Context: an optimization exercise on an open-source flow, tuned for small area and a short achievable clock period. The choices shown serve that exercise and are no tape-out recipe.
No run shown here included a check of the RTL's function; only the layout flow was run.
Power and IR drop assume default switching activity.

===== flow/run.sh =====
#!/bin/bash
# synth_recipe.tcl (not shown) runs the flow's synth.tcl, then flattens the netlist and writes it again
# the make line also repeats each setting of config.mk as NAME=value (left out here)
make -C /OpenROAD-flow-scripts/flow DESIGN_CONFIG=/design/flow/config.mk WORK_HOME=/design/flow/orfs CLKGATE_MAP_FILE= SYNTH_SCRIPT=/design/flow/synth_recipe.tcl finish

===== flow/config.mk =====
export PLATFORM = sky130hd
export DESIGN_NAME = systolictop
export DESIGN_NICKNAME = systolictop
export VERILOG_FILES = /design/flow/design.v
export SDC_FILE = /design/flow/constraint.sdc
export NUM_CORES = 4
export LEC_CHECK = 0
export CAP_MARGIN = 20
export CORE_MARGIN = 2
export CORE_UTILIZATION = 40
export SLEW_MARGIN = 20
export SYNTH_HIERARCHICAL = 1
export SYNTH_MINIMUM_KEEP_SIZE = 0

===== flow/constraint.sdc =====
create_clock -name core_clock -period 6.6 [get_ports {clk}]
set_input_delay 1.3200 -clock core_clock [delete_from_list [all_inputs] [get_ports {clk}]]
set_output_delay 1.3200 -clock core_clock [all_outputs]
set_load 0.01 [all_outputs]

===== flow/design.v =====
module processelement (
  input  wire [7:0]  a,
  input  wire [7:0]  b,
  input  wire        en,
  input  wire        keep,
  input  wire [15:0] c,
  output wire [15:0] d
);
  wire n1;
  g_nand3 u1 (.a(a[0]), .b(b[0]), .c(en), .y(n1));
  wire n2;
  g_nand3 u2 (.a(a[0]), .b(b[1]), .c(en), .y(n2));
  wire n3;
  g_nand3 u3 (.a(a[0]), .b(b[2]), .c(en), .y(n3));
  wire n4;
  g_nand3 u4 (.a(a[0]), .b(b[3]), .c(en), .y(n4));
  wire n5;
  g_nand3 u5 (.a(a[0]), .b(b[4]), .c(en), .y(n5));
  wire n6;
  g_nand3 u6 (.a(a[0]), .b(b[5]), .c(en), .y(n6));
  wire n7;
  g_nand3 u7 (.a(a[0]), .b(b[6]), .c(en), .y(n7));
  wire n8;
  g_nand3 u8 (.a(a[0]), .b(b[7]), .c(en), .y(n8));
  wire n9;
  g_nand3 u9 (.a(a[1]), .b(b[0]), .c(en), .y(n9));
  wire n10;
  g_nand3 u10 (.a(a[1]), .b(b[1]), .c(en), .y(n10));
  wire n11;
  g_nand3 u11 (.a(a[1]), .b(b[2]), .c(en), .y(n11));
  wire n12;
  g_nand3 u12 (.a(a[1]), .b(b[3]), .c(en), .y(n12));
  wire n13;
  g_nand3 u13 (.a(a[1]), .b(b[4]), .c(en), .y(n13));
  wire n14;
  g_nand3 u14 (.a(a[1]), .b(b[5]), .c(en), .y(n14));
  wire n15;
  g_nand3 u15 (.a(a[1]), .b(b[6]), .c(en), .y(n15));
  wire n16;
  g_nand3 u16 (.a(a[1]), .b(b[7]), .c(en), .y(n16));
  wire n17;
  g_nand3 u17 (.a(a[2]), .b(b[0]), .c(en), .y(n17));
  wire n18;
  g_nand3 u18 (.a(a[2]), .b(b[1]), .c(en), .y(n18));
  wire n19;
  g_nand3 u19 (.a(a[2]), .b(b[2]), .c(en), .y(n19));
  wire n20;
  g_nand3 u20 (.a(a[2]), .b(b[3]), .c(en), .y(n20));
  wire n21;
  g_nand3 u21 (.a(a[2]), .b(b[4]), .c(en), .y(n21));
  wire n22;
  g_nand3 u22 (.a(a[2]), .b(b[5]), .c(en), .y(n22));
  wire n23;
  g_nand3 u23 (.a(a[2]), .b(b[6]), .c(en), .y(n23));
  wire n24;
  g_nand3 u24 (.a(a[2]), .b(b[7]), .c(en), .y(n24));
  wire n25;
  g_nand3 u25 (.a(a[3]), .b(b[0]), .c(en), .y(n25));
  wire n26;
  g_nand3 u26 (.a(a[3]), .b(b[1]), .c(en), .y(n26));
  wire n27;
  g_nand3 u27 (.a(a[3]), .b(b[2]), .c(en), .y(n27));
  wire n28;
  g_nand3 u28 (.a(a[3]), .b(b[3]), .c(en), .y(n28));
  wire n29;
  g_nand3 u29 (.a(a[3]), .b(b[4]), .c(en), .y(n29));
  wire n30;
  g_nand3 u30 (.a(a[3]), .b(b[5]), .c(en), .y(n30));
  wire n31;
  g_nand3 u31 (.a(a[3]), .b(b[6]), .c(en), .y(n31));
  wire n32;
  g_nand3 u32 (.a(a[3]), .b(b[7]), .c(en), .y(n32));
  wire n33;
  g_nand3 u33 (.a(a[4]), .b(b[0]), .c(en), .y(n33));
  wire n34;
  g_nand3 u34 (.a(a[4]), .b(b[1]), .c(en), .y(n34));
  wire n35;
  g_nand3 u35 (.a(a[4]), .b(b[2]), .c(en), .y(n35));
  wire n36;
  g_nand3 u36 (.a(a[4]), .b(b[3]), .c(en), .y(n36));
  wire n37;
  g_nand3 u37 (.a(a[4]), .b(b[4]), .c(en), .y(n37));
  wire n38;
  g_nand3 u38 (.a(a[4]), .b(b[5]), .c(en), .y(n38));
  wire n39;
  g_nand3 u39 (.a(a[4]), .b(b[6]), .c(en), .y(n39));
  wire n40;
  g_nand3 u40 (.a(a[4]), .b(b[7]), .c(en), .y(n40));
  wire n41;
  g_nand3 u41 (.a(a[5]), .b(b[0]), .c(en), .y(n41));
  wire n42;
  g_nand3 u42 (.a(a[5]), .b(b[1]), .c(en), .y(n42));
  wire n43;
  g_nand3 u43 (.a(a[5]), .b(b[2]), .c(en), .y(n43));
  wire n44;
  g_nand3 u44 (.a(a[5]), .b(b[3]), .c(en), .y(n44));
  wire n45;
  g_nand3 u45 (.a(a[5]), .b(b[4]), .c(en), .y(n45));
  wire n46;
  g_nand3 u46 (.a(a[5]), .b(b[5]), .c(en), .y(n46));
  wire n47;
  g_nand3 u47 (.a(a[5]), .b(b[6]), .c(en), .y(n47));
  wire n48;
  g_nand3 u48 (.a(a[5]), .b(b[7]), .c(en), .y(n48));
  wire n49;
  g_nand3 u49 (.a(a[6]), .b(b[0]), .c(en), .y(n49));
  wire n50;
  g_nand3 u50 (.a(a[6]), .b(b[1]), .c(en), .y(n50));
  wire n51;
  g_nand3 u51 (.a(a[6]), .b(b[2]), .c(en), .y(n51));
  wire n52;
  g_nand3 u52 (.a(a[6]), .b(b[3]), .c(en), .y(n52));
  wire n53;
  g_nand3 u53 (.a(a[6]), .b(b[4]), .c(en), .y(n53));
  wire n54;
  g_nand3 u54 (.a(a[6]), .b(b[5]), .c(en), .y(n54));
  wire n55;
  g_nand3 u55 (.a(a[6]), .b(b[6]), .c(en), .y(n55));
  wire n56;
  g_nand3 u56 (.a(a[6]), .b(b[7]), .c(en), .y(n56));
  wire n57;
  g_nand3 u57 (.a(a[7]), .b(b[0]), .c(en), .y(n57));
  wire n58;
  g_nand3 u58 (.a(a[7]), .b(b[1]), .c(en), .y(n58));
  wire n59;
  g_nand3 u59 (.a(a[7]), .b(b[2]), .c(en), .y(n59));
  wire n60;
  g_nand3 u60 (.a(a[7]), .b(b[3]), .c(en), .y(n60));
  wire n61;
  g_nand3 u61 (.a(a[7]), .b(b[4]), .c(en), .y(n61));
  wire n62;
  g_nand3 u62 (.a(a[7]), .b(b[5]), .c(en), .y(n62));
  wire n63;
  g_nand3 u63 (.a(a[7]), .b(b[6]), .c(en), .y(n63));
  wire n64;
  g_nand3 u64 (.a(a[7]), .b(b[7]), .c(en), .y(n64));
  wire n65;
  g_nand2 u65 (.a(c[0]), .b(keep), .y(n65));
  wire n66;
  g_nand2 u66 (.a(c[1]), .b(keep), .y(n66));
  wire n67;
  g_nand2 u67 (.a(c[2]), .b(keep), .y(n67));
  wire n68;
  g_nand2 u68 (.a(c[3]), .b(keep), .y(n68));
  wire n69;
  g_nand2 u69 (.a(c[4]), .b(keep), .y(n69));
  wire n70;
  g_nand2 u70 (.a(c[5]), .b(keep), .y(n70));
  wire n71;
  g_nand2 u71 (.a(c[6]), .b(keep), .y(n71));
  wire n72;
  g_nand2 u72 (.a(c[7]), .b(keep), .y(n72));
  wire n73;
  g_nand2 u73 (.a(c[8]), .b(keep), .y(n73));
  wire n74;
  g_nand2 u74 (.a(c[9]), .b(keep), .y(n74));
  wire n75;
  g_nand2 u75 (.a(c[10]), .b(keep), .y(n75));
  wire n76;
  g_nand2 u76 (.a(c[11]), .b(keep), .y(n76));
  wire n77;
  g_nand2 u77 (.a(c[12]), .b(keep), .y(n77));
  wire n78;
  g_nand2 u78 (.a(c[13]), .b(keep), .y(n78));
  wire n79;
  g_nand2 u79 (.a(c[14]), .b(keep), .y(n79));
  wire n80;
  g_nand2 u80 (.a(c[15]), .b(keep), .y(n80));
  wire n81;
  g_xnor2 u81 (.a(n70), .b(n6), .y(n81));
  wire n82;
  g_or2 u82 (.a(n70), .b(n6), .y(n82));
  wire n83;
  wire n84;
  g_fa u84 (.a(n71), .b(n7), .c(n14), .s(n83), .co(n84));
  wire n85;
  g_xnor2 u85 (.a(n21), .b(n28), .y(n85));
  wire n86;
  g_or2 u86 (.a(n21), .b(n28), .y(n86));
  wire n87;
  wire n88;
  g_fa u88 (.a(n72), .b(n8), .c(n15), .s(n87), .co(n88));
  wire n89;
  wire n90;
  g_fa u90 (.a(n22), .b(n29), .c(n36), .s(n89), .co(n90));
  wire n91;
  g_xnor2 u91 (.a(n43), .b(n50), .y(n91));
  wire n92;
  g_or2 u92 (.a(n43), .b(n50), .y(n92));
  wire n93;
  wire n94;
  g_fa u94 (.a(n73), .b(n16), .c(n23), .s(n93), .co(n94));
  wire n95;
  wire n96;
  g_fa u96 (.a(n30), .b(n37), .c(n44), .s(n95), .co(n96));
  wire n97;
  g_xnor2 u97 (.a(n51), .b(n58), .y(n97));
  wire n98;
  g_or2 u98 (.a(n51), .b(n58), .y(n98));
  wire n99;
  wire n100;
  g_fa u100 (.a(n74), .b(n24), .c(n31), .s(n99), .co(n100));
  wire n101;
  wire n102;
  g_fa u102 (.a(n38), .b(n45), .c(n52), .s(n101), .co(n102));
  wire n103;
  wire n104;
  g_fa u104 (.a(n75), .b(n32), .c(n39), .s(n103), .co(n104));
  wire n105;
  g_xnor2 u105 (.a(n68), .b(n4), .y(n105));
  wire n106;
  g_or2 u106 (.a(n68), .b(n4), .y(n106));
  wire n107;
  wire n108;
  g_fa u108 (.a(n69), .b(n5), .c(n12), .s(n107), .co(n108));
  wire n109;
  g_xnor2 u109 (.a(n19), .b(n26), .y(n109));
  wire n110;
  g_or2 u110 (.a(n19), .b(n26), .y(n110));
  wire n111;
  wire n112;
  g_fa u112 (.a(n13), .b(n20), .c(n27), .s(n111), .co(n112));
  wire n113;
  wire n114;
  g_fa u114 (.a(n34), .b(n41), .c(n81), .s(n113), .co(n114));
  wire n115;
  wire n116;
  g_fa u116 (.a(n35), .b(n42), .c(n49), .s(n115), .co(n116));
  wire n117;
  wire n118;
  g_fa u118 (.a(n82), .b(n85), .c(n83), .s(n117), .co(n118));
  wire n119;
  wire n120;
  g_fa u120 (.a(n57), .b(n86), .c(n91), .s(n119), .co(n120));
  wire n121;
  wire n122;
  g_fa u122 (.a(n84), .b(n87), .c(n89), .s(n121), .co(n122));
  wire n123;
  wire n124;
  g_fa u124 (.a(n92), .b(n97), .c(n88), .s(n123), .co(n124));
  wire n125;
  wire n126;
  g_fa u126 (.a(n90), .b(n93), .c(n95), .s(n125), .co(n126));
  wire n127;
  wire n128;
  g_fa u128 (.a(n59), .b(n98), .c(n94), .s(n127), .co(n128));
  wire n129;
  wire n130;
  g_fa u130 (.a(n96), .b(n99), .c(n101), .s(n129), .co(n130));
  wire n131;
  wire n132;
  g_fa u132 (.a(n46), .b(n53), .c(n60), .s(n131), .co(n132));
  wire n133;
  wire n134;
  g_fa u134 (.a(n100), .b(n102), .c(n103), .s(n133), .co(n134));
  wire n135;
  wire n136;
  g_fa u136 (.a(n76), .b(n40), .c(n47), .s(n135), .co(n136));
  wire n137;
  wire n138;
  g_fa u138 (.a(n54), .b(n61), .c(n104), .s(n137), .co(n138));
  wire n139;
  wire n140;
  g_fa u140 (.a(n77), .b(n48), .c(n55), .s(n139), .co(n140));
  wire n141;
  g_xnor2 u141 (.a(n67), .b(n3), .y(n141));
  wire n142;
  g_or2 u142 (.a(n67), .b(n3), .y(n142));
  wire n143;
  wire n144;
  g_fa u144 (.a(n11), .b(n18), .c(n25), .s(n143), .co(n144));
  wire n145;
  wire n146;
  g_fa u146 (.a(n33), .b(n106), .c(n109), .s(n145), .co(n146));
  wire n147;
  wire n148;
  g_fa u148 (.a(n110), .b(n108), .c(n111), .s(n147), .co(n148));
  wire n149;
  wire n150;
  g_fa u150 (.a(n112), .b(n115), .c(n114), .s(n149), .co(n150));
  wire n151;
  wire n152;
  g_fa u152 (.a(n116), .b(n119), .c(n118), .s(n151), .co(n152));
  wire n153;
  wire n154;
  g_fa u154 (.a(n120), .b(n122), .c(n123), .s(n153), .co(n154));
  wire n155;
  wire n156;
  g_fa u156 (.a(n124), .b(n126), .c(n127), .s(n155), .co(n156));
  wire n157;
  wire n158;
  g_fa u158 (.a(n131), .b(n128), .c(n130), .s(n157), .co(n158));
  wire n159;
  wire n160;
  g_fa u160 (.a(n132), .b(n135), .c(n134), .s(n159), .co(n160));
  wire n161;
  wire n162;
  g_fa u162 (.a(n62), .b(n136), .c(n139), .s(n161), .co(n162));
  wire n163;
  wire n164;
  g_fa u164 (.a(n78), .b(n56), .c(n63), .s(n163), .co(n164));
  wire n165;
  g_xnor2 u165 (.a(n66), .b(n2), .y(n165));
  wire n166;
  g_or2 u166 (.a(n66), .b(n2), .y(n166));
  wire n167;
  wire n168;
  g_fa u168 (.a(n10), .b(n17), .c(n141), .s(n167), .co(n168));
  wire n169;
  wire n170;
  g_fa u170 (.a(n142), .b(n105), .c(n143), .s(n169), .co(n170));
  wire n171;
  wire n172;
  g_fa u172 (.a(n144), .b(n107), .c(n145), .s(n171), .co(n172));
  wire n173;
  wire n174;
  g_fa u174 (.a(n146), .b(n113), .c(n147), .s(n173), .co(n174));
  wire n175;
  wire n176;
  g_fa u176 (.a(n148), .b(n117), .c(n149), .s(n175), .co(n176));
  wire n177;
  wire n178;
  g_fa u178 (.a(n121), .b(n150), .c(n151), .s(n177), .co(n178));
  wire n179;
  wire n180;
  g_fa u180 (.a(n125), .b(n152), .c(n153), .s(n179), .co(n180));
  wire n181;
  wire n182;
  g_fa u182 (.a(n129), .b(n154), .c(n155), .s(n181), .co(n182));
  wire n183;
  wire n184;
  g_fa u184 (.a(n133), .b(n156), .c(n157), .s(n183), .co(n184));
  wire n185;
  wire n186;
  g_fa u186 (.a(n137), .b(n158), .c(n159), .s(n185), .co(n186));
  wire n187;
  wire n188;
  g_fa u188 (.a(n138), .b(n161), .c(n160), .s(n187), .co(n188));
  wire n189;
  wire n190;
  g_fa u190 (.a(n140), .b(n163), .c(n162), .s(n189), .co(n190));
  wire n191;
  wire n192;
  g_fa u192 (.a(n79), .b(n64), .c(n164), .s(n191), .co(n192));
  g_xor2 u193 (.a(n65), .b(n1), .y(d[0]));
  wire n194;
  g_nor2 u194 (.a(n65), .b(n1), .y(n194));
  wire n195;
  g_xor2 u195 (.a(n165), .b(n9), .y(n195));
  wire n196;
  g_nor2 u196 (.a(n165), .b(n9), .y(n196));
  wire n197;
  g_xor2 u197 (.a(n166), .b(n167), .y(n197));
  wire n198;
  g_nor2 u198 (.a(n166), .b(n167), .y(n198));
  wire n199;
  g_xor2 u199 (.a(n168), .b(n169), .y(n199));
  wire n200;
  g_nor2 u200 (.a(n168), .b(n169), .y(n200));
  wire n201;
  g_xor2 u201 (.a(n170), .b(n171), .y(n201));
  wire n202;
  g_nor2 u202 (.a(n170), .b(n171), .y(n202));
  wire n203;
  g_xor2 u203 (.a(n172), .b(n173), .y(n203));
  wire n204;
  g_nor2 u204 (.a(n172), .b(n173), .y(n204));
  wire n205;
  g_xor2 u205 (.a(n174), .b(n175), .y(n205));
  wire n206;
  g_nor2 u206 (.a(n174), .b(n175), .y(n206));
  wire n207;
  g_xor2 u207 (.a(n176), .b(n177), .y(n207));
  wire n208;
  g_nor2 u208 (.a(n176), .b(n177), .y(n208));
  wire n209;
  g_xor2 u209 (.a(n178), .b(n179), .y(n209));
  wire n210;
  g_nor2 u210 (.a(n178), .b(n179), .y(n210));
  wire n211;
  g_xor2 u211 (.a(n180), .b(n181), .y(n211));
  wire n212;
  g_nor2 u212 (.a(n180), .b(n181), .y(n212));
  wire n213;
  g_xor2 u213 (.a(n182), .b(n183), .y(n213));
  wire n214;
  g_nor2 u214 (.a(n182), .b(n183), .y(n214));
  wire n215;
  g_xor2 u215 (.a(n184), .b(n185), .y(n215));
  wire n216;
  g_nor2 u216 (.a(n184), .b(n185), .y(n216));
  wire n217;
  g_xor2 u217 (.a(n186), .b(n187), .y(n217));
  wire n218;
  g_nor2 u218 (.a(n186), .b(n187), .y(n218));
  wire n219;
  g_xor2 u219 (.a(n188), .b(n189), .y(n219));
  wire n220;
  g_nor2 u220 (.a(n188), .b(n189), .y(n220));
  wire n221;
  g_xor2 u221 (.a(n190), .b(n191), .y(n221));
  wire n222;
  g_nor2 u222 (.a(n190), .b(n191), .y(n222));
  wire n223;
  g_xor2 u223 (.a(n192), .b(n80), .y(n223));
  wire n224;
  g_nor2 u224 (.a(n192), .b(n80), .y(n224));
  wire n225;
  g_aoi21 u225 (.a1(n195), .a2(n194), .b1(n196), .y(n225));
  wire n226;
  g_inv u226 (.a(n225), .y(n226));
  wire n227;
  g_aoi21 u227 (.a1(n197), .a2(n226), .b1(n198), .y(n227));
  wire n228;
  g_inv u228 (.a(n227), .y(n228));
  wire n229;
  g_aoi21 u229 (.a1(n199), .a2(n228), .b1(n200), .y(n229));
  wire n230;
  g_inv u230 (.a(n229), .y(n230));
  wire n231;
  g_aoi21 u231 (.a1(n201), .a2(n230), .b1(n202), .y(n231));
  wire n232;
  g_inv u232 (.a(n231), .y(n232));
  wire n233;
  g_aoi21 u233 (.a1(n203), .a2(n232), .b1(n204), .y(n233));
  wire n234;
  g_inv u234 (.a(n233), .y(n234));
  wire n235;
  g_aoi21 u235 (.a1(n205), .a2(n234), .b1(n206), .y(n235));
  wire n236;
  g_inv u236 (.a(n235), .y(n236));
  wire n237;
  g_aoi21 u237 (.a1(n207), .a2(n236), .b1(n208), .y(n237));
  wire n238;
  g_inv u238 (.a(n237), .y(n238));
  wire n239;
  g_aoi21 u239 (.a1(n209), .a2(n238), .b1(n210), .y(n239));
  wire n240;
  g_inv u240 (.a(n239), .y(n240));
  wire n241;
  g_aoi21 u241 (.a1(n211), .a2(n240), .b1(n212), .y(n241));
  wire n242;
  g_inv u242 (.a(n241), .y(n242));
  wire n243;
  g_aoi21 u243 (.a1(n213), .a2(n242), .b1(n214), .y(n243));
  wire n244;
  g_inv u244 (.a(n243), .y(n244));
  wire n245;
  g_aoi21 u245 (.a1(n215), .a2(n244), .b1(n216), .y(n245));
  wire n246;
  g_inv u246 (.a(n245), .y(n246));
  wire n247;
  g_aoi21 u247 (.a1(n217), .a2(n246), .b1(n218), .y(n247));
  wire n248;
  g_inv u248 (.a(n247), .y(n248));
  wire n249;
  g_aoi21 u249 (.a1(n219), .a2(n248), .b1(n220), .y(n249));
  wire n250;
  g_inv u250 (.a(n249), .y(n250));
  wire n251;
  g_aoi21 u251 (.a1(n221), .a2(n250), .b1(n222), .y(n251));
  wire n252;
  g_inv u252 (.a(n251), .y(n252));
  wire n253;
  g_aoi21 u253 (.a1(n223), .a2(n252), .b1(n224), .y(n253));
  g_xor2 u254 (.a(n195), .b(n194), .y(d[1]));
  g_xnor2 u255 (.a(n197), .b(n225), .y(d[2]));
  g_xnor2 u256 (.a(n199), .b(n227), .y(d[3]));
  g_xnor2 u257 (.a(n201), .b(n229), .y(d[4]));
  g_xnor2 u258 (.a(n203), .b(n231), .y(d[5]));
  g_xnor2 u259 (.a(n205), .b(n233), .y(d[6]));
  g_xnor2 u260 (.a(n207), .b(n235), .y(d[7]));
  g_xnor2 u261 (.a(n209), .b(n237), .y(d[8]));
  g_xnor2 u262 (.a(n211), .b(n239), .y(d[9]));
  g_xnor2 u263 (.a(n213), .b(n241), .y(d[10]));
  g_xnor2 u264 (.a(n215), .b(n243), .y(d[11]));
  g_xnor2 u265 (.a(n217), .b(n245), .y(d[12]));
  g_xnor2 u266 (.a(n219), .b(n247), .y(d[13]));
  g_xnor2 u267 (.a(n221), .b(n249), .y(d[14]));
  g_xnor2 u268 (.a(n223), .b(n251), .y(d[15]));
endmodule
module g_aoi21 (input wire a1, a2, b1, output wire y);
  assign y = ~((a1 & a2) | b1);
endmodule
module g_fa (input wire a, b, c, output wire s, co);
  assign s = a ^ b ^ c;
  assign co = (a & b) | (a & c) | (b & c);
endmodule
module g_inv (input wire a, output wire y);
  assign y = ~a;
endmodule
module g_nand2 (input wire a, b, output wire y);
  assign y = ~(a & b);
endmodule
module g_nand3 (input wire a, b, c, output wire y);
  assign y = ~(a & b & c);
endmodule
module g_nor2 (input wire a, b, output wire y);
  assign y = ~(a | b);
endmodule
module g_or2 (input wire a, b, output wire y);
  assign y = a | b;
endmodule
module g_xnor2 (input wire a, b, output wire y);
  assign y = ~(a ^ b);
endmodule
module g_xor2 (input wire a, b, output wire y);
  assign y = a ^ b;
endmodule
module systolicCU
(
 input  wire clk, reset,
 input  wire [7:0] a1,
 output wire clear1, clear2, clear4
);
  localparam s0 = 4'd0, s1 = 4'd1, s2 = 4'd2, s3 = 4'd3, s4 = 4'd4, s5 = 4'd5,
             s6 = 4'd6, s7 = 4'd7, s8 = 4'd8, s9 = 4'd9, s10 = 4'd10;
  reg [3:0] state_reg;
  reg [3:0] state_next;
  always @(*) begin
    case (state_reg)
      s0:      state_next = (a1 != 8'd0) ? s1 : s0;
      s10:     state_next = s3;
      default: state_next = (state_reg > s10) ? s0 : state_reg + 4'd1;
    endcase
  end
  always @(posedge clk) begin
    if (reset) state_reg <= s0;
    else       state_reg <= state_next;
  end
  assign clear1 = (state_reg == s8);
  assign clear2 = (state_reg == s9);
  assign clear4 = (state_reg == s10);
endmodule
module systolictop
(
 input  wire clk, reset,
 input  wire [7:0] a1, a2, b1, b2,
 input  wire [2:0] i, j,
 output wire [15:0] c1, c2, c3, c4
);
  reg  [7:0]  a12, b13, a34, b24;
  reg  [15:0] acc1, acc2, acc3, acc4;
  wire [15:0] d1, d2, d3, d4;
  wire clear1, clear2, clear4;    
  wire en = ~reset;
  wire keep1 = ~(clear1 | reset);
  wire keep2 = ~(clear2 | reset);
  wire keep4 = ~(clear4 | reset);
  systolicCU ctrl1 (.clk(clk), .reset(reset), .a1(a1),
                    .clear1(clear1), .clear2(clear2), .clear4(clear4));
  always @(posedge clk) begin
    if (reset) begin
      a12 <= 8'd0; b13 <= 8'd0; a34 <= 8'd0; b24 <= 8'd0;
    end else begin
      a12 <= a1; b13 <= b1; a34 <= a2; b24 <= b2;
    end
  end
  processelement pe1 (.a(a1),  .b(b1),  .en(en), .keep(keep1), .c(acc1), .d(d1));
  processelement pe2 (.a(a12), .b(b2),  .en(en), .keep(keep2), .c(acc2), .d(d2));
  processelement pe3 (.a(a2),  .b(b13), .en(en), .keep(keep2), .c(acc3), .d(d3));
  processelement pe4 (.a(a34), .b(b24), .en(en), .keep(keep4), .c(acc4), .d(d4));
  always @(posedge clk) begin
    acc1 <= d1; acc2 <= d2; acc3 <= d3; acc4 <= d4;
  end
  assign c1 = acc1;
  assign c2 = acc2;
  assign c3 = acc3;
  assign c4 = acc4;
endmodule

==> impl_results.md, run 1 <==
- Syn nets: 1271
- VDD IR max: approximately 0.14 mV
- Number of max-cap violations: 0
- Synth Register Bits: 100
- Routed WL: around 25000 µm
- Post_cts resized: 0
- Area share of the largest cell type after synthesis: 0.3726
- Num CTS Buffers: 9
- LEAKAGE: 3.908 nW
- Layout Skew: 0.005004 ns
- Unrepaired setup endpoints after global routing: no
- # Post-CTS Setup Buffers: 0
- DRT iter0 DRCs: 474
- Synth area leaders: fa_1, dfxtp_1, nand3_1
- NumNets Final: 1452
- Netlist cell types: 25
- Initial antenna violation count: 0
- Skew-Pair Late Insertion Delay: 0.35 ns
- Mapped Cells: between 1000 and 1500
- Vias in the first global route: 8422
- Crit path required time: a little under 7 ns
- Cell row count: 58
- Placed Cells incl. Taps: 1535
- Starting Density: 0.4084
- F_max: 167.6 MHz
- WL/cell: approximately 16 µm
- CTS H-Tree Depth: 3
- Final Wtd Congestion: approximately 0.8
- Antenna Diode Count: 0
- Crit path time final: ~6 ns
- Most numerous cell in the Yosys netlist: nand3_1
- Share of layout cells above drive strength 1: 0.1262
- Chip width: 164.6 µm
- Chip height: roughly 160 µm
- Layout area overhead: 22.25%
- Post-Layout Cell Count: 1550
- PortBufs: 97
- Number of synthesized flops with an enable pin: 0
- Max-slew headroom: 0.6168
- Mapped cell area: roughly 10000 µm²
- # fillers: between 2000 and 2500
- Final setup violation count: 0
- Dominant synthesized flop cell: dfxtp_1
- Total track usage: 0.1974
- IO Count: 104
- Post-Syn Area per Cell: about 10 µm²
- Dpl hpwl: 19440 µm
- Clk buf depth: 2
- CTS clk-pin slew, worst paths: 0.07 ns
- First-pass GRT wire length: 42280 µm
- Grt ovf: 0
- Final Power: 3.232 mW
- Core area: between 20000 and 30000 µm²
- CTS tree: done
- Worst slew pin tran: 0.5730 ns
- Post-synth top area cell: fa_1
- Tcrit/Tclk final: 0.9041
- CP startpoint kind: primary input
- CP Class: in -> reg
- CP arrival: 6.25 ns
- Final Hold Viols: 0
- Yosys warns: 8
- Vias post-DR: between 7000 and 8000
- Worst setup EP type: register
- Largest net degree at the start of global routing: between 50 and 60
- Die Area: ~27000 µm²
- Synth cell count leaders: nand3_1, fa_1, dfxtp_1
- TritonRoute pass-1 iters: 5
- Final max-slew violation count: 0
- # DRC: 0
- Vias per inst: 5.135
- Clock sinks: 100
- Post-DRT Antenna Nets: 0
- Root Buffer: clkbuf_16
- Async S/R FF share, synth: 0
- Hold Crit Class: reg -> reg
- Outcome: complete, no violations
- Total power per unit cell area: 256.3 nW/µm²
- Seq/Total Area, Yosys: 0.1941
- Worst-path maximum fanout: 10
- Hold Buf Count CTS: 0
==> worst max-delay path, cell delays in order <==
cell and delay, ns:
clkdlybuf4s50_1 0.83, nand3_1 0.20, fa_1 0.59, fa_1 0.44, fa_1 0.51, xor2_1 0.21
a21oi_2 0.16, inv_1 0.06, a21oi_2 0.14, inv_1 0.07, a21oi_2 0.14, inv_1 0.06
a21oi_2 0.15, inv_1 0.07, a21oi_2 0.15, inv_1 0.07, a21oi_2 0.14, inv_1 0.06
a21oi_2 0.13, inv_1 0.06, a21oi_2 0.13, inv_1 0.07, a21oi_2 0.13, inv_1 0.06
a21oi_2 0.13, xnor2_1 0.13
==> cell type report <==
type | instances | area, µm² | share of cell area
multi-input cells | 876 | 8102 | 0.6425
repair buffers | 173 | 1594 | 0.1264
clock inverters | 2 | 35.03 | 0.002778
inverters | 56 | 214.0 | 0.01697
well taps | 330 | 412.9 | 0.03274
flip-flops and latches | 100 | 2002 | 0.1588
clock buffers | 13 | 250.2 | 0.01985
==> per-stage QoR <==
step                  util  hold WS, ns  setup TNS, ns  area (µm²)  setup slack, ns
finish              0.4993       0.5146              0       12610           0.6331
floorplan                -       0.5268         -22.12       10360           -1.389
global placement    0.4879       0.4961              0       12320          0.04752
global route        0.4993       0.5475              0       12610           0.1411
detailed placement  0.4879       0.4945              0       12320          0.03371
CTS                 0.4992       0.5126              0       12610           0.3940
==> per-module statistics from Yosys (local to each module, per instance), excerpt <==
module	times used	flip-flops and latches	cells	cell area [µm²]
g_nand3	256	0	1	5.005
g_nand2	64	0	1	3.754
g_inv	52	0	1	3.754
g_xor2	68	0	1	8.758
g_xnor2	88	0	1	8.758
g_aoi21	56	0	1	8.758
systolictop	1	96	135	2175
g_or2	32	0	1	6.256
g_nor2	60	0	1	3.754
==> metal layers <==
layer | global-route usage | part of all wire
met5 | 0 | 0
met3 | 0.02662 | 0.048
met4 | 0.05652 | 0.017
met2 | 0.3271 | 0.48
met1 | 0.2717 | 0.45
==> power by group <==
| group | switching [mW] | total [mW] | leakage (nW) | internal (mW) |
|---|---|---|---|---|
| Sequential | 0.131 | 0.911 | 0.833 | 0.780 |
| Combinational | 0.869 | 1.78 | 2.94 | 0.907 |
| Clock | 0.242 | 0.544 | 0.140 | 0.303 |
==> kinds of logic after synthesis <==
kind of cell    after synthesis  synth area share
compound gates               61           0.05240
xor+xnor                    158            0.1342
fa+ha+maj                   196            0.3775
buf+inv                      59           0.02365
flops                       100            0.1941
simple gates                461            0.2182
==> cell usage in the layout, fill, tap and decap left out, types with 2 or more instances in the layout <==
master / count
xor2_1: 64
nand2_1: 64
and2b_1: 3
nor2_1: 64
dfxtp_1: 100
clkdlybuf4s50_1: 96
xor2_2: 4
inv_1: 55
a21oi_2: 56
nor2b_1: 30
fa_1: 192
and2_1: 2
clkbuf_16: 9
buf_12: 4
nor3_1: 2
or2_1: 32
buf_4: 72
nor4_1: 2
nand3_1: 258
clkbuf_1: 3
xnor2_1: 90
ha_1: 4
==> worst paths after layout <==
path         slack (ns)  cells past startpoint               end                          start
max reg2reg        1.38                     32  acc3[15]$_DFF_P_  ctrl1.state_reg[1]$_SDFF_PP0_
max                0.63                     26  acc1[15]$_DFF_P_                          a1[1]
min reg2reg        0.51                      2   acc1[0]$_DFF_P_                acc1[0]$_DFF_P_
min                0.51                      2   acc1[0]$_DFF_P_                acc1[0]$_DFF_P_
==> run 2, diff against run 1 <==
--- a/flow/design.v
+++ b/flow/design.v
@@ -408,76 +408,138 @@
   wire n225;
   g_aoi21 u225 (.a1(n195), .a2(n194), .b1(n196), .y(n225));
   wire n226;
-  g_inv u226 (.a(n225), .y(n226));
+  g_aoi21 u226 (.a1(n199), .a2(n198), .b1(n200), .y(n226));
   wire n227;
-  g_aoi21 u227 (.a1(n197), .a2(n226), .b1(n198), .y(n227));
+  g_nand2 u227 (.a(n199), .b(n197), .y(n227));
   wire n228;
-  g_inv u228 (.a(n227), .y(n228));
+  g_aoi21 u228 (.a1(n203), .a2(n202), .b1(n204), .y(n228));
   wire n229;
-  g_aoi21 u229 (.a1(n199), .a2(n228), .b1(n200), .y(n229));
+  g_nand2 u229 (.a(n203), .b(n201), .y(n229));
   wire n230;
-  g_inv u230 (.a(n229), .y(n230));
+  g_aoi21 u230 (.a1(n207), .a2(n206), .b1(n208), .y(n230));
   wire n231;
-  g_aoi21 u231 (.a1(n201), .a2(n230), .b1(n202), .y(n231));
+  g_nand2 u231 (.a(n207), .b(n205), .y(n231));
   wire n232;
-  g_inv u232 (.a(n231), .y(n232));
+  g_aoi21 u232 (.a1(n211), .a2(n210), .b1(n212), .y(n232));
   wire n233;
-  g_aoi21 u233 (.a1(n203), .a2(n232), .b1(n204), .y(n233));
+  g_nand2 u233 (.a(n211), .b(n209), .y(n233));
   wire n234;
-  g_inv u234 (.a(n233), .y(n234));
+  g_aoi21 u234 (.a1(n215), .a2(n214), .b1(n216), .y(n234));
   wire n235;
-  g_aoi21 u235 (.a1(n205), .a2(n234), .b1(n206), .y(n235));
+  g_nand2 u235 (.a(n215), .b(n213), .y(n235));
   wire n236;
-  g_inv u236 (.a(n235), .y(n236));
+  g_aoi21 u236 (.a1(n219), .a2(n218), .b1(n220), .y(n236));
   wire n237;
-  g_aoi21 u237 (.a1(n207), .a2(n236), .b1(n208), .y(n237));
+  g_nand2 u237 (.a(n219), .b(n217), .y(n237));
   wire n238;
-  g_inv u238 (.a(n237), .y(n238));
+  g_aoi21 u238 (.a1(n223), .a2(n222), .b1(n224), .y(n238));
   wire n239;
-  g_aoi21 u239 (.a1(n209), .a2(n238), .b1(n210), .y(n239));
+  g_nand2 u239 (.a(n223), .b(n221), .y(n239));
   wire n240;
-  g_inv u240 (.a(n239), .y(n240));
+  g_inv u240 (.a(n225), .y(n240));
   wire n241;
-  g_aoi21 u241 (.a1(n211), .a2(n240), .b1(n212), .y(n241));
+  g_aoi21 u241 (.a1(n197), .a2(n240), .b1(n198), .y(n241));
   wire n242;
-  g_inv u242 (.a(n241), .y(n242));
+  g_oai21 u242 (.a1(n227), .a2(n225), .b1(n226), .y(n242));
   wire n243;
-  g_aoi21 u243 (.a1(n213), .a2(n242), .b1(n214), .y(n243));
+  g_inv u243 (.a(n228), .y(n243));
   wire n244;
-  g_inv u244 (.a(n243), .y(n244));
+  g_inv u244 (.a(n229), .y(n244));
   wire n245;
-  g_aoi21 u245 (.a1(n215), .a2(n244), .b1(n216), .y(n245));
+  g_aoi21 u245 (.a1(n205), .a2(n243), .b1(n206), .y(n245));
   wire n246;
-  g_inv u246 (.a(n245), .y(n246));
+  g_nand2 u246 (.a(n205), .b(n244), .y(n246));
   wire n247;
-  g_aoi21 u247 (.a1(n217), .a2(n246), .b1(n218), .y(n247));
+  g_oai21 u247 (.a1(n231), .a2(n228), .b1(n230), .y(n247));
   wire n248;
-  g_inv u248 (.a(n247), .y(n248));
+  g_nor2 u248 (.a(n231), .b(n229), .y(n248));
   wire n249;
-  g_aoi21 u249 (.a1(n219), .a2(n248), .b1(n220), .y(n249));
+  g_inv u249 (.a(n232), .y(n249));
   wire n250;
-  g_inv u250 (.a(n249), .y(n250));
+  g_inv u250 (.a(n233), .y(n250));
   wire n251;
-  g_aoi21 u251 (.a1(n221), .a2(n250), .b1(n222), .y(n251));
+  g_aoi21 u251 (.a1(n213), .a2(n249), .b1(n214), .y(n251));
   wire n252;
-  g_inv u252 (.a(n251), .y(n252));
+  g_nand2 u252 (.a(n213), .b(n250), .y(n252));
   wire n253;
-  g_aoi21 u253 (.a1(n223), .a2(n252), .b1(n224), .y(n253));
-  g_xor2 u254 (.a(n195), .b(n194), .y(d[1]));
-  g_xnor2 u255 (.a(n197), .b(n225), .y(d[2]));
-  g_xnor2 u256 (.a(n199), .b(n227), .y(d[3]));
-  g_xnor2 u257 (.a(n201), .b(n229), .y(d[4]));
-  g_xnor2 u258 (.a(n203), .b(n231), .y(d[5]));
-  g_xnor2 u259 (.a(n205), .b(n233), .y(d[6]));
-  g_xnor2 u260 (.a(n207), .b(n235), .y(d[7]));
-  g_xnor2 u261 (.a(n209), .b(n237), .y(d[8]));
-  g_xnor2 u262 (.a(n211), .b(n239), .y(d[9]));
-  g_xnor2 u263 (.a(n213), .b(n241), .y(d[10]));
-  g_xnor2 u264 (.a(n215), .b(n243), .y(d[11]));
-  g_xnor2 u265 (.a(n217), .b(n245), .y(d[12]));
-  g_xnor2 u266 (.a(n219), .b(n247), .y(d[13]));
-  g_xnor2 u267 (.a(n221), .b(n249), .y(d[14]));
-  g_xnor2 u268 (.a(n223), .b(n251), .y(d[15]));
+  g_oai21 u253 (.a1(n235), .a2(n232), .b1(n234), .y(n253));
+  wire n254;
+  g_nor2 u254 (.a(n235), .b(n233), .y(n254));
+  wire n255;
+  g_inv u255 (.a(n236), .y(n255));
+  wire n256;
+  g_inv u256 (.a(n237), .y(n256));
+  wire n257;
+  g_aoi21 u257 (.a1(n221), .a2(n255), .b1(n222), .y(n257));
+  wire n258;
+  g_nand2 u258 (.a(n221), .b(n256), .y(n258));
+  wire n259;
+  g_oai21 u259 (.a1(n239), .a2(n236), .b1(n238), .y(n259));
+  wire n260;
+  g_nor2 u260 (.a(n239), .b(n237), .y(n260));
+  wire n261;
+  g_aoi21 u261 (.a1(n201), .a2(n242), .b1(n202), .y(n261));
+  wire n262;
+  g_inv u262 (.a(n242), .y(n262));
+  wire n263;
+  g_oai21 u263 (.a1(n229), .a2(n262), .b1(n228), .y(n263));
+  wire n264;
+  g_oai21 u264 (.a1(n246), .a2(n262), .b1(n245), .y(n264));
+  wire n265;
+  g_aoi21 u265 (.a1(n248), .a2(n242), .b1(n247), .y(n265));
+  wire n266;
+  g_aoi21 u266 (.a1(n217), .a2(n253), .b1(n218), .y(n266));
+  wire n267;
+  g_nand2 u267 (.a(n217), .b(n254), .y(n267));
+  wire n268;
+  g_inv u268 (.a(n253), .y(n268));
+  wire n269;
+  g_inv u269 (.a(n254), .y(n269));
+  wire n270;
+  g_oai21 u270 (.a1(n237), .a2(n268), .b1(n236), .y(n270));
+  wire n271;
+  g_nor2 u271 (.a(n237), .b(n269), .y(n271));
+  wire n272;
+  g_oai21 u272 (.a1(n258), .a2(n268), .b1(n257), .y(n272));
+  wire n273;
+  g_nor2 u273 (.a(n258), .b(n269), .y(n273));
+  wire n274;
+  g_aoi21 u274 (.a1(n260), .a2(n253), .b1(n259), .y(n274));
+  wire n275;
+  g_nand2 u275 (.a(n260), .b(n254), .y(n275));
+  wire n276;
+  g_inv u276 (.a(n265), .y(n276));
+  wire n277;
+  g_aoi21 u277 (.a1(n209), .a2(n276), .b1(n210), .y(n277));
+  wire n278;
+  g_oai21 u278 (.a1(n233), .a2(n265), .b1(n232), .y(n278));
+  wire n279;
+  g_oai21 u279 (.a1(n252), .a2(n265), .b1(n251), .y(n279));
+  wire n280;
+  g_aoi21 u280 (.a1(n254), .a2(n276), .b1(n253), .y(n280));
+  wire n281;
+  g_oai21 u281 (.a1(n267), .a2(n265), .b1(n266), .y(n281));
+  wire n282;
+  g_aoi21 u282 (.a1(n271), .a2(n276), .b1(n270), .y(n282));
+  wire n283;
+  g_aoi21 u283 (.a1(n273), .a2(n276), .b1(n272), .y(n283));
+  wire n284;
+  g_oai21 u284 (.a1(n275), .a2(n265), .b1(n274), .y(n284));
+  g_xor2 u285 (.a(n195), .b(n194), .y(d[1]));
+  g_xnor2 u286 (.a(n197), .b(n225), .y(d[2]));
+  g_xnor2 u287 (.a(n199), .b(n241), .y(d[3]));
+  g_xor2 u288 (.a(n201), .b(n242), .y(d[4]));
+  g_xnor2 u289 (.a(n203), .b(n261), .y(d[5]));
+  g_xor2 u290 (.a(n205), .b(n263), .y(d[6]));
+  g_xor2 u291 (.a(n207), .b(n264), .y(d[7]));
+  g_xnor2 u292 (.a(n209), .b(n265), .y(d[8]));
+  g_xnor2 u293 (.a(n211), .b(n277), .y(d[9]));
+  g_xor2 u294 (.a(n213), .b(n278), .y(d[10]));
+  g_xor2 u295 (.a(n215), .b(n279), .y(d[11]));
+  g_xnor2 u296 (.a(n217), .b(n280), .y(d[12]));
+  g_xor2 u297 (.a(n219), .b(n281), .y(d[13]));
+  g_xnor2 u298 (.a(n221), .b(n282), .y(d[14]));
+  g_xnor2 u299 (.a(n223), .b(n283), .y(d[15]));
 endmodule
 module g_aoi21 (input wire a1, a2, b1, output wire y);
   assign y = ~((a1 & a2) | b1);
@@ -498,6 +560,9 @@
 module g_nor2 (input wire a, b, output wire y);
   assign y = ~(a | b);
 endmodule
+module g_oai21 (input wire a1, a2, b1, output wire y);
+  assign y = ~((a1 | a2) & b1);
+endmodule
 module g_or2 (input wire a, b, output wire y);
   assign y = a | b;
 endmodule
==> run 2 against run 1 <==
Against the previous run: clock skew increased by 0.0093 ns; core utilization decreased by 2.3 points; critical path type unchanged; synthesized cell count increased by 10%; via count increased by 5.9%.
==> impl_results.md, run 2 <==
- Outcome: complete, no violations
- Hold Buf Count CTS: 0 (unchanged)
- Starting Density: 0.4043 (-0.004147)
- Post-synth top area cell: fa_1
- Final worst setup slack: 1.134 ns (+0.5014 ns)
- Clk buf depth: 2 (unchanged)
- Chip width: 168.6 µm (+2.4%)
- CP Class: in -> reg
- Mapped Cells: 1139 (+10%)
- Commonest non-fill, non-tap cell in the layout: nand3_1
- Num CTS Buffers: 9 (unchanged)
- Synth area leaders: fa_1, dfxtp_1, nand3_1
- Synth Register Bits: 100 (unchanged)
- Number of max-cap violations: 0 (unchanged)
- Initial antenna violation count: 0 (unchanged)
- Finished Cell Area: 12760 µm² (+1.2%)
- Skew-Pair Late Insertion Delay: 0.36 ns (about the same)
- Min Hold Slack: 0.5188 ns (+0.004245 ns)
- VDD IR max: 0.1636 mV (+15%)
- Crit path required time: 6.85 ns (-0.03 ns)
- CTS tree: done
- Total power per unit cell area: 260.7 nW/µm² (+1.7%)
- Worst-path maximum fanout: 41 (+31)
- Chip height: 168.6 µm (+2.4%)
- Dominant synthesized flop cell: dfxtp_1
- CP startpoint: reset
- CP arrival: 5.71 ns (-0.54 ns)
- Post_cts resized: 0 (unchanged)
- Share of layout cells above drive strength 1: 0.1091 (-0.01715)
- # Post-CTS Setup Buffers: 0 (unchanged)
- Syn nets: 1375 (+8.2%)
- Core area: 26800 µm² (+6.1%)
- LEAKAGE: 3.622 nW (-7.3%)
- Final Hold Viols: 0 (unchanged)
- Routed WL: 25990 µm (+3.8%)
- Grt ovf: 0 (unchanged)
- Crit path time final: 5.466 ns (-0.5014 ns)
- CP startpoint kind: primary input
- CTS H-Tree Depth: 3 (unchanged)
- WL/cell: 16.27 µm (+0.79%)
- IO Count: 104 (unchanged)
- Area share of the largest cell type after synthesis: 0.3547 (-0.01790)
- Reg2reg start: ctrl1.state_reg[0]$_SDFF_PP0_
- Layout Skew: 0.01432 ns (+0.009315 ns)
- Yosys warns: 8 (unchanged)
- Number of synthesized flops with an enable pin: 0 (unchanged)
- First-pass GRT wire length: 44250 µm (+4.7%)
- Largest net degree at the start of global routing: 119 (+110%)
- Placed Area: 12470 µm² (+1.2%)
- Netlist cell types: 26 (+4.0%)
- NumNets Final: 1488 (+2.5%)
- Vias in the first global route: 8869 (+5.3%)
- R2r setup slk: 2.04 ns (+0.66 ns)
- # DRC: 0 (unchanged)
- PortBufs: 97 (unchanged)
- Synth cell count leaders: nand3_1, fa_1, nand2_1
- Worst slew pin tran: 0.5326 ns (-0.04036 ns)
- Post-Place Worst Slack: 0.7410 ns (+0.7073 ns)
- Post-Syn Area per Cell: 9.513 µm² (-4.5%)
- CTS clk-pin slew, worst paths: 0.08 ns (about the same)
- Mapped cell area: 10840 µm² (+5.0%)
- Seq/Total Area, Yosys: 0.1848 (-0.009323)
- Root Buffer: clkbuf_16
- Clock sinks: 100 (unchanged)
- Hold Crit Start: acc4[0]$_DFF_P_
- Hold Crit Class: reg -> reg
- Unrepaired setup endpoints after global routing: no
- DRT iter0 DRCs: 542 (+14%)
- Async S/R FF share, synth: 0 (unchanged)
- Tcrit/Tclk final: 0.8281 (-0.07596)
- Dpl hpwl: 19800 µm (+1.9%)
- Max-slew headroom: 0.6438 (+0.02699)
- Most numerous cell in the Yosys netlist: nand3_1
- Vias per inst: 5.281 (+2.8%)
- TritonRoute pass-1 iters: 5 (unchanged)
- Antenna Diode Count: 0 (unchanged)
- Vias post-DR: 8433 (+5.9%)
- Layout area overhead: 17.75%
- Final max-slew violation count: 0 (unchanged)
- Final Wtd Congestion: 0.8181 (+2.1%)
- Worst setup EP type: register
- Cell row count: 60 (+3.4%)
- Post-DRT Antenna Nets: 0 (unchanged)
- Total track usage: 0.1929 (-0.004471)
- Die Area: 28420 µm² (+4.9%)
- Most frequent cells in the layout: nand3_1, fa_1, nand2_1, dfxtp_1, clkdlybuf4s50_1
- Final setup violation count: 0 (unchanged)
- F_max: 183.0 MHz (+9.2%)
[run 2: final timing paths]
path / end / cells after the start
setup / recovery: acc2[14]$_DFF_P_ / 16
hold / removal: acc4[0]$_DFF_P_ / 2
setup reg to reg: acc4[15]$_DFF_P_ / 17
hold reg to reg: acc4[0]$_DFF_P_ / 2
[run 2: area by class of cell]
class | count | area [µm²]
timing repair buffer | 105 | 1056
sequential | 100 | 2002
inverter | 48 | 183.9
multi-input combinational | 988 | 8805
tap | 341 | 426.7
clock inverter | 2 | 35.03
fill | 2547 | 14040
clock buffer | 13 | 250.2
[run 2: per-layer routing]
layer	wire (µm)	part of all wire	vias to the layer above	global-route usage
met5	0	0	-	0
met1	11760	0.45	4240	0.2634
met4	338	0.013	0	0.05097
li1	-	-	3991	-
met3	1056	0.041	18	0.02151
met2	12830	0.49	184	0.3283
[run 2: per-module statistics from Yosys (local to each module, per instance), excerpt]
module / area, µm² / times used
g_nand3: 5.005 / 256
g_inv: 3.754 / 44
g_oai21: 5.005 / 40
g_nor2: 3.754 / 76
g_aoi21: 8.758 / 72
systolicCU: 297.8 / 1
g_fa: 20.02 / 192
systolictop: 2175 / 1
g_nand2: 3.754 / 104
g_xor2: 8.758 / 92
g_or2: 6.256 / 32
[run 2: power by group]
group | switching [mW] | internal [mW]
sequential | 0.131 | 0.780
clock | 0.244 | 0.303
combinational | 1.02 | 0.848
[run 2: through the flow]
step / instances / total power [mW] / TNS (ns) / utilization
floorplan: 1139 / 2.197 / -12.77 / -
global placement: 1582 / 2.772 / 0 / 0.4654
detailed placement: 1582 / 2.795 / 0 / 0.4654
CTS: 1597 / 3.372 / 0 / 0.4761
global route: 1597 / 3.608 / 0 / 0.4761
finish: 1597 / 3.326 / 0 / 0.4761
[run 2: critical path, stage by stage]
cell	delay, ns
clkdlybuf4s50_1	0.53
buf_4	0.41
nor2_2	0.08
buf_4	0.21
nand2_1	0.15
fa_1	0.47
fa_1	0.47
fa_1	0.42
fa_1	0.55
xor2_2	0.27
nand2_1	0.15
o21ai_2	0.23
inv_1	0.08
o21ai_1	0.15
a21oi_2	0.05
xnor2_1	0.12
[run 2: cells by family (layout without fill, tap and decap cells)]
family / count (synthesis) / in the layout / share of synthesized area
buffers and inverters: 51 / 168 / 0.01975
DFF: 100 / 100 / 0.1848
xor gates and xnor gates: 158 / 158 / 0.1277
AOI/OAI and AO/OA: 117 / 117 / 0.08129
and+or+nand+nor: 517 / 517 / 0.2271
adders and majority gates: 196 / 196 / 0.3594

## afterwards: timing with drivers on the ports
Ports are ideal in the flow. The routed layouts listed here were re-timed in OpenROAD. Step 1 sets driving cells, clkbuf_16 on the clock port and buf_2 on the other inputs (assumed; they add their load-dependent delay and slew). Step 2, shift: input delay + t, output delay - t, t = (earliest + latest rising clock arrival at the registers) / 2. This alone moves slack from input paths to output paths. Slacks: ideal / step 1 / step 2; pairs: ideal / step 1.
| run | shift t [ns] | setup slack, ns | hold WS [ns] |
|---|---|---|---|
| run 1 | 0.396 | 0.633 / 0.654 / 0.258 | 0.515 / 0.515 / 0.515 |
| run 2 | 0.402 | 1.134 / 1.159 / 0.757 | 0.519 / 0.519 / 0.519 |
After both steps setup and hold are still met in every run listed. The setup slack of run 2, which loses most, moves by +0.025 ns with the drivers and by -0.377 ns with both steps.
